This is an optimization exercise on Yosys and OpenROAD, whose aim is small area and a short achievable clock period, not a production implementation.
RTL that was checked went through simulation tests only; none was proved equivalent to the original.

== run a ==
// MACRegister
module MACRegister(
    input clk,
    input rst,
    input [1:0] opcode,
    input [15:0] a,
    input [15:0] b,
    output [31:0] dataOut
    );
Size in the first run: roughly 1,000 cells after synthesis, roughly 32 flip-flops, roughly 0.0092 sq mm of cells after synthesis.
==> flow/config.mk <==
export PLATFORM = sky130hd
export DESIGN_NAME = MACRegister
export DESIGN_NICKNAME = MACRegister
export VERILOG_FILES = /design/flow/design.v
export SDC_FILE = /design/flow/constraint.sdc
export NUM_CORES = 4
export LEC_CHECK = 0
export CAP_MARGIN = 20
export CORE_MARGIN = 2
export CORE_UTILIZATION = 40
export SETUP_SLACK_MARGIN = 1.0
export SLEW_MARGIN = 20
export SYNTH_HIERARCHICAL = 1
export SYNTH_MINIMUM_KEEP_SIZE = 0
==> flow/constraint.sdc <==
create_clock -name core_clock -period 19.0 [get_ports {clk}]
set_input_delay 3.8000 -clock core_clock [delete_from_list [all_inputs] [get_ports {clk}]]
set_output_delay 3.8000 -clock core_clock [all_outputs]
set_load 0.01 [all_outputs]
standard.sh (not shown) runs the stock make flow with config.mk's settings and CLKGATE_MAP_FILE= SYNTH_SCRIPT=/design/flow/synth_recipe.tcl, a recipe that flattens the netlist after the stock synthesis.
==> flow/flow/run.sh <==
#!/bin/bash
# Standard ORFS layout, with buf_2 port buffers, and timing repair aiming for 10.5 ns of
# setup slack at the design's clock period (i.e. a tighter internal target).
set -euo pipefail
bash standard.sh "BUFFER_PORTS_ARGS=-buffer_cell sky130_fd_sc_hd__buf_2" "SETUP_SLACK_MARGIN=10.5" finish > make_finish.log 2>&1
Edits applied to the flow inputs when going from run a to run b:
==> flow/flow/run.sh <==
#!/bin/bash
# Standard ORFS layout, with the port buffers made of buf_2 cells instead of the default choice.
set -euo pipefail
bash standard.sh "BUFFER_PORTS_ARGS=-buffer_cell sky130_fd_sc_hd__buf_2" finish > make_finish.log 2>&1
--- outcome ---
Run b has completed all stages; timing, DRC and antenna checks passed.
Run a: flow completed, timing, DRC and antenna clean
Run b ended with less delay of the slowest cell on the worst path than run a.
Setup slack of the critical path after layout was higher in run a than in run b.
Compared to run a, run b has growth of design area from synthesis to finish 9.3 points lower.
Looking at worst max-slew margin expressed relative to the limit, run b sits 11 points above run a.
Footprint of the multi-input gates: run b lower than run a
Measured against each other, run b and run a differ in non-clock buffer count, the higher figure coming from run a.
When run b is set beside run a, its share of cell area taken by multi-input logic gates turns out to be 3.4 points larger.
Summary of run b over run a: routed wire length -about 4.4%, adder-cell share of the synthesized area ~0 delta, number of fill cells +about 7%.
Function was not checked in any run of this note: the RTL went through the layout flow alone.

---

MACRegister, a different RTL version from the one above (not shown whole).
Size: ~990 cells after synthesis, ~32 flip-flops, ~68 I/O pins, about 9000 µm² of cells after synthesis.
==> flow/design.v (excerpt) <==
module MACRegister(
    input clk,
    input rst,
    input [1:0] opcode,
    input [15:0] a,
    input [15:0] b,
    output [31:0] dataOut
    );
    reg [31:0] register;
    assign dataOut = register;
    wire [31:0] rt = ~register;
    wire pp0_0 = ~(a[0] & b[0]), pp0_1 = ~(a[0] & b[1]), pp0_2 = ~(a[0] & b[2]), pp0_3 = ~(a[0] & b[3]), pp0_4 = ~(a[0] & b[4]), pp0_5 = ~(a[0] & b[5]), pp0_6 = ~(a[0] & b[6]), pp0_7 = ~(a[0] & b[7]), pp0_8 = ~(a[0] & b[8]), pp0_9 = ~(a[0] & b[9]), pp0_10 = ~(a[0] & b[10]), pp0_11 = ~(a[0] & b[11]), pp0_12 = ~(a[0] & b[12]), pp0_13 = ~(a[0] & b[13]), pp0_14 = ~(a[0] & b[14]), pp0_15 = ~(a[0] & b[15]);
    wire pp1_0 = ~(a[1] & b[0]), pp1_1 = ~(a[1] & b[1]), pp1_2 = ~(a[1] & b[2]), pp1_3 = ~(a[1] & b[3]), pp1_4 = ~(a[1] & b[4]), pp1_5 = ~(a[1] & b[5]), pp1_6 = ~(a[1] & b[6]), pp1_7 = ~(a[1] & b[7]), pp1_8 = ~(a[1] & b[8]), pp1_9 = ~(a[1] & b[9]), pp1_10 = ~(a[1] & b[10]), pp1_11 = ~(a[1] & b[11]), pp1_12 = ~(a[1] & b[12]), pp1_13 = ~(a[1] & b[13]), pp1_14 = ~(a[1] & b[14]), pp1_15 = ~(a[1] & b[15]);
    wire pp2_0 = ~(a[2] & b[0]), pp2_1 = ~(a[2] & b[1]), pp2_2 = ~(a[2] & b[2]), pp2_3 = ~(a[2] & b[3]), pp2_4 = ~(a[2] & b[4]), pp2_5 = ~(a[2] & b[5]), pp2_6 = ~(a[2] & b[6]), pp2_7 = ~(a[2] & b[7]), pp2_8 = ~(a[2] & b[8]), pp2_9 = ~(a[2] & b[9]), pp2_10 = ~(a[2] & b[10]), pp2_11 = ~(a[2] & b[11]), pp2_12 = ~(a[2] & b[12]), pp2_13 = ~(a[2] & b[13]), pp2_14 = ~(a[2] & b[14]), pp2_15 = ~(a[2] & b[15]);
  ...
clock: 19.0 ns
lec_check: 0
cap_margin: 20
core_margin: 2
core_utilization: 55
place_density: 0.75
setup_slack_margin: 1.0
slew_margin: 20
synth_hierarchical: 1
synth_minimum_keep_size: 0
==> flow/flow/run.sh <==
#!/bin/bash
# Standard ORFS layout, with the port buffers made of buf_2 cells instead of the default choice.
set -euo pipefail
bash standard.sh "BUFFER_PORTS_ARGS=-buffer_cell sky130_fd_sc_hd__buf_2" finish > make_finish.log 2>&1
==> next run, changes <==
==> flow/flow/run.sh (replaced) <==
#!/bin/bash
# Standard ORFS layout, with buf_2 port buffers; timing repair aims for 10 ns of setup slack
# at the design's clock period, then power recovery downsizes cells off the critical paths.
set -euo pipefail
bash standard.sh "BUFFER_PORTS_ARGS=-buffer_cell sky130_fd_sc_hd__buf_2" "SETUP_SLACK_MARGIN=10" "RECOVER_POWER=100" finish > make_finish.log 2>&1
Effect: The new run ran to the end with violations: max-capacitance violations, max-slew violations. Core utilization is higher by 0.14 points. Die area does not change. Final area barely changes.
==> next run, changes <==
==> flow/flow/run.sh (replaced) <==
#!/bin/bash
# Standard ORFS layout, with the port buffers made of buf_2 cells instead of the default choice.
set -euo pipefail
bash standard.sh "BUFFER_PORTS_ARGS=-buffer_cell sky130_fd_sc_hd__buf_2" finish > make_finish.log 2>&1
Settings changed: CORE_UTILIZATION 55 to 70, PLACE_DENSITY 0.75 to 0.85.
This time the run completed without violations.
Final area goes down by 0.82%.
Worst setup slack improves by 0.75 ns.
Die area drops by 21%.
Fmax grows by 8.3%.
Final cell count goes down by 3.8%.
Global-route usage rises by 9.2 points.
==> next run, changes <==
==> flow/flow/run.sh (replaced) <==
#!/bin/bash
# Standard ORFS layout, with buf_2 port buffers; timing repair aims for 9.5 ns of setup slack
# at the design's clock period, then power recovery downsizes cells off the critical paths.
set -euo pipefail
bash standard.sh "BUFFER_PORTS_ARGS=-buffer_cell sky130_fd_sc_hd__buf_2" "SETUP_SLACK_MARGIN=9.5" "RECOVER_POWER=100" finish > make_finish.log 2>&1
Settings changed: CORE_UTILIZATION 70 to 55, PLACE_DENSITY 0.85 to 0.75.
=> The new run completed, yet does not pass: max-capacitance violations, max-slew violations. Register-to-register slack degrades by 0.20 ns. Via count is lower by 3.0%. Clock-buffer cell count does not change. Routed wire length is lower by 1.6%.
==> next run, changes <==
==> flow/flow/run.sh (replaced) <==
#!/bin/bash
# Standard ORFS layout, with buf_2 port buffers, and timing repair aiming for 10 ns of
# setup slack at the design's clock period (i.e. a tighter internal target).
set -euo pipefail
bash standard.sh "BUFFER_PORTS_ARGS=-buffer_cell sky130_fd_sc_hd__buf_2" "SETUP_SLACK_MARGIN=10" finish > make_finish.log 2>&1
Settings changed: CORE_UTILIZATION 55 to 40, PLACE_DENSITY 0.75 to not set.
With this change the flow completed with no timing, DRC or antenna violations; wire length rises by 4.5%; critical path depth decreases by 2; clock skew is about the same; design area went up by 3.0%; sequential share of layout area goes down by 0.20 points; non-clock buffer count goes up by 1; global-route usage decreases by 7.7 points; hold slack gets worse by 0.0048 ns; first-iteration DRC count goes down by 9.2%.

[separate check: timing with driven ports]
Ports are ideal in the flow. The routed layouts listed here were re-timed in OpenROAD.
Step 1 (the two cells are an assumption about what drives the block):
set clk [get_ports {clk}]
set_driving_cell -lib_cell sky130_fd_sc_hd__clkbuf_16 $clk
set_driving_cell -lib_cell sky130_fd_sc_hd__buf_2 [delete_from_list [all_inputs] $clk]
Step 2, shift: input delay + t, output delay - t, t = (earliest + latest rising clock arrival at the registers) / 2. This alone moves slack from input paths to output paths.
Slacks: ideal / step 1 / step 2; pairs: ideal / step 1.
run | t (ns) | setup slack, ns | hold slack, ns | pins driven straight from the clock port
run a | 0.324 | 10.538 / 10.493 / 10.169 | 0.492 / 0.492 / 0.492 | 1
run b | 0.316 | 9.978 / 9.990 / 9.674 | 0.490 / 0.490 / 0.490 | 1
the first run of note 2 | 0.327 | 9.983 / 9.989 / 9.663 | 0.498 / 0.498 / 0.498 | 1
the second run of note 2 | 0.319 | 9.165 / 9.164 / 8.845 | 0.496 / 0.496 / 0.496 | 1
the third run of note 2 | 0.320 | 9.918 / 9.928 / 9.608 | 0.485 / 0.485 / 0.485 | 1
the fourth run of note 2 | 0.326 | 9.421 / 9.428 / 9.103 | 0.497 / 0.497 / 0.497 | 1
the fifth run of note 2 | 0.323 | 10.199 / 10.212 / 9.890 | 0.492 / 0.492 / 0.492 | 1
The setup slack of run a, which loses most, moves by -0.045 ns with the drivers and by -0.369 ns with both steps.
